This design comes from an exercise in tuning for small area on the open sky130 flow, not from production work. The clock port is modelled as an ideal driver, which makes a skipped or thinned clock tree look cheaper than it is; a real chip needs a root buffer or a tree.

==> flow/design.v <==
`timescale 1ns / 1ps
module Zad_8_1(
       input logic [15:0] input0,
       output logic [23:0] output0,
       input logic clk,
       input logic rst,
       input logic start,
       output logic ready
    );
logic [35:0] w;      
logic [17:0] dr;     
logic [2:0] ph;      
logic init;          
logic sub;           
logic sh;            
logic c;             
logic p0, p2, p3, p5, rph, shin, hi, ge3;
logic [5:0] din, op, sum;
logic [6:0] k;
assign p0  = ~ph[2] & ~ph[1] & ~ph[0];
assign p3  = ph[2] & ph[1] & ph[0];
assign p2  = ~ph[2] & ph[1] & ph[0];
assign p5  = ph[2] & ~ph[1] & ~ph[0];
assign rph = ph[2];                      
assign hi  = (dr[15:2] == 14'd0);        
assign ge3 = ~hi | (dr[1] & dr[0]);      
assign shin = p0 ? sub : sh;              
assign din = {w[4:2] & {3{~init}}, (w[1] & ~init) | (p3 & ge3 & init), w[0] & ~init, shin};
assign op  = {6{rph}} & (dr[5:0] ^ {6{sub}});
assign k[0] = c;
genvar i;
generate for (i = 0; i < 6; i++) begin : g_add
    assign sum[i] = din[i] ^ op[i] ^ k[i];
    assign k[i+1] = (din[i] & op[i]) | (din[i] & k[i]) | (op[i] & k[i]);
end endgenerate
assign ready = ~init & p0 & w[17];
always_ff @(posedge clk) begin
    w  <= {sum, w[35:6]};
    dr <= start ? {2'b00, input0} : {dr[5:0], dr[17:6]};
    sh <= w[5] & ~init;                  
    c  <= p2 ? sub : (k[6] & ~p5);
    if (rst)        ph <= 3'b010;
    else if (start) ph <= 3'b000;
    else if (ready) ph <= 3'b010;
    else            ph <= {ph[1:0], ~ph[2]};
    if (start)   init <= 1'b1;
    else if (p5) init <= 1'b0;
    if (start)   sub <= 1'b1;
    else if (p5) sub <= ~sum[5];
end
assign output0 = {{4{hi & ~dr[1] & ~dr[0]}}, hi & ~dr[1], hi & ~dr[0], w[16:0], sub};
endmodule
clock: 7.0 ns
lec_check: 0
cap_margin: 20
core_margin: 2
core_utilization: 40
slew_margin: 20
standard.sh (not shown) runs the stock make flow with config.mk's settings and CLKGATE_MAP_FILE= SYNTH_SCRIPT=/design/flow/synth_recipe.tcl, a recipe that flattens the netlist after the stock synthesis.
==> flow/flow/run.sh <==
#!/bin/bash
# The standard layout (standard.sh) with these changes:
# - buf_1 cells as the port buffers;
# - synthesis's upsized logic cells set back to drive 1 after floorplan (downsize.tcl);
# - a one-level clock distribution (clkb.tcl) in place of TritonCTS;
# - power recovery (downsizing off the critical paths) after global routing.
# make's output goes to standard.log; each ORFS step keeps its own log under orfs/logs.
export OWN_FLOW_DIR=$(pwd)/flow
export BUFFER_PORTS_ARGS="-buffer_cell sky130_fd_sc_hd__buf_1"
export POST_FLOORPLAN_TCL=$OWN_FLOW_DIR/downsize.tcl
export PRE_CTS_TCL=$OWN_FLOW_DIR/cts_pre.tcl
export CLK_NBUF=2
export CLK_BUF=sky130_fd_sc_hd__clkbuf_16
export RECOVER_POWER=100
bash standard.sh > standard.log 2>&1
==> flow/flow/clkb.tcl <==
# Clock distribution without CTS: the clock port drives CLK_NBUF buffers of type
# CLK_BUF directly. The registers are split into CLK_NBUF groups of equal size by
# recursive bisection along the longer side of each group's bounding box; each
# buffer sits at its group's centroid and drives that group's clock pins.
set nbuf $::env(CLK_NBUF)
set bcell $::env(CLK_BUF)
set block [ord::get_db_block]
set dbu [$block getDbUnitsPerMicron]
set pts {}
foreach it [[$block findNet clk] getITerms] {
  set b [[$it getInst] getBBox]
  lappend pts [list [expr {([$b xMin] + [$b xMax]) / 2.0 / $dbu}] [expr {([$b yMin] + [$b yMax]) / 2.0 / $dbu}] [[$it getInst] getName]]
}
proc clk_split {pts k} {
  if {$k <= 1} { return [list $pts] }
  set xs [lmap p $pts {lindex $p 0}]
  set ys [lmap p $pts {lindex $p 1}]
  set dx [expr {[tcl::mathfunc::max {*}$xs] - [tcl::mathfunc::min {*}$xs]}]
  set dy [expr {[tcl::mathfunc::max {*}$ys] - [tcl::mathfunc::min {*}$ys]}]
  set ax [expr {$dx >= $dy ? 0 : 1}]
  set s [lsort -real -index $ax $pts]
  set k1 [expr {$k / 2}]
  set cut [expr {int(round(double([llength $s]) * $k1 / $k))}]
  return [concat [clk_split [lrange $s 0 [expr {$cut - 1}]] $k1] [clk_split [lrange $s $cut end] [expr {$k - $k1}]]]
}
set i 0
foreach g [clk_split $pts $nbuf] {
  set sx 0.0; set sy 0.0; set pins {}
  foreach p $g {
    set sx [expr {$sx + [lindex $p 0]}]; set sy [expr {$sy + [lindex $p 1]}]
    lappend pins [get_pins -of_objects [get_cells [lindex $p 2]] -filter "direction == input && is_clock"]
  }
  set c [list [expr {$sx / [llength $g]}] [expr {$sy / [llength $g]}]]
  puts "clock buffer $i: [llength $g] registers at $c"
  insert_buffer -buffer_cell $bcell -net clk -load_pins $pins -location $c -buffer_name clkbuf_$i -net_name clknet_$i
  incr i
}
Other scripts of this flow, unchanged in this note and not shown: flow/flow/cts_pre.tcl, flow/flow/downsize.tcl
==> next run, changes <==
CORE_UTILIZATION = 70   (was 40)
PLACE_DENSITY = 0.9   (was unset)
Outcome: Flip-flop and latch count does not change. Setup slack is better by 21 ps. Die area fell by 41%. Routed wire length fell by about 2.5%. Synthesized cell count does not change.
==> next run, changes <==
--- a/flow/flow/run.sh
+++ b/flow/flow/run.sh
@@ -11,4 +11,4 @@
 export PRE_CTS_TCL=$OWN_FLOW_DIR/cts_pre.tcl
-export CLK_NBUF=2
-export CLK_BUF=sky130_fd_sc_hd__clkbuf_16
+export CLK_NBUF=3
+export CLK_BUF=sky130_fd_sc_hd__clkbuf_8
 export RECOVER_POWER=100
=> Sequential share of layout area rises by 0.25 points. Final cell count rises by 0.47%. Routed wire length falls by 0.75%. Clock skew rises by 7.1 ps. Area after synthesis is unchanged. Die area is unchanged. First-iteration DRC count falls by about 14%. Via count falls by 2.0%. Final area falls by 0.42%.
Function was not checked in any run of this note: the RTL went through the layout flow alone. In every run of this note, the design's own scripts or RTL, not TritonCTS, make the clock network.

static timing again, ports no longer ideal:
How much do the figures lean on ideal ports? The routed layouts below were timed once more, with nothing changed but the port constraints. Step 1 (the two cells are an assumption about what drives the block):
set clk [get_ports {clk}]
set_driving_cell -lib_cell sky130_fd_sc_hd__clkbuf_16 $clk
set_driving_cell -lib_cell sky130_fd_sc_hd__buf_2 [delete_from_list [all_inputs] $clk]
Step 2 also shifts input and output timing later by t, the mid clock arrival at the registers, as if the neighbouring blocks saw the same clock. Three values: no drivers, after step 1, after step 2; two values: the first two.
run | shift t [ns] | slack for setup (ns) | worst register clock-pin slew, ns | pins driven straight from the clock port
the first run | 0.210 | 3.509 / 3.509 / 3.509 | 0.11 / 0.11 | 2
the second run | 0.206 | 3.529 / 3.529 / 3.529 | 0.10 / 0.10 | 2
the third run | 0.209 | 3.541 / 3.541 / 3.541 | 0.12 / 0.12 | 3
After both steps every run listed still meets setup and hold.
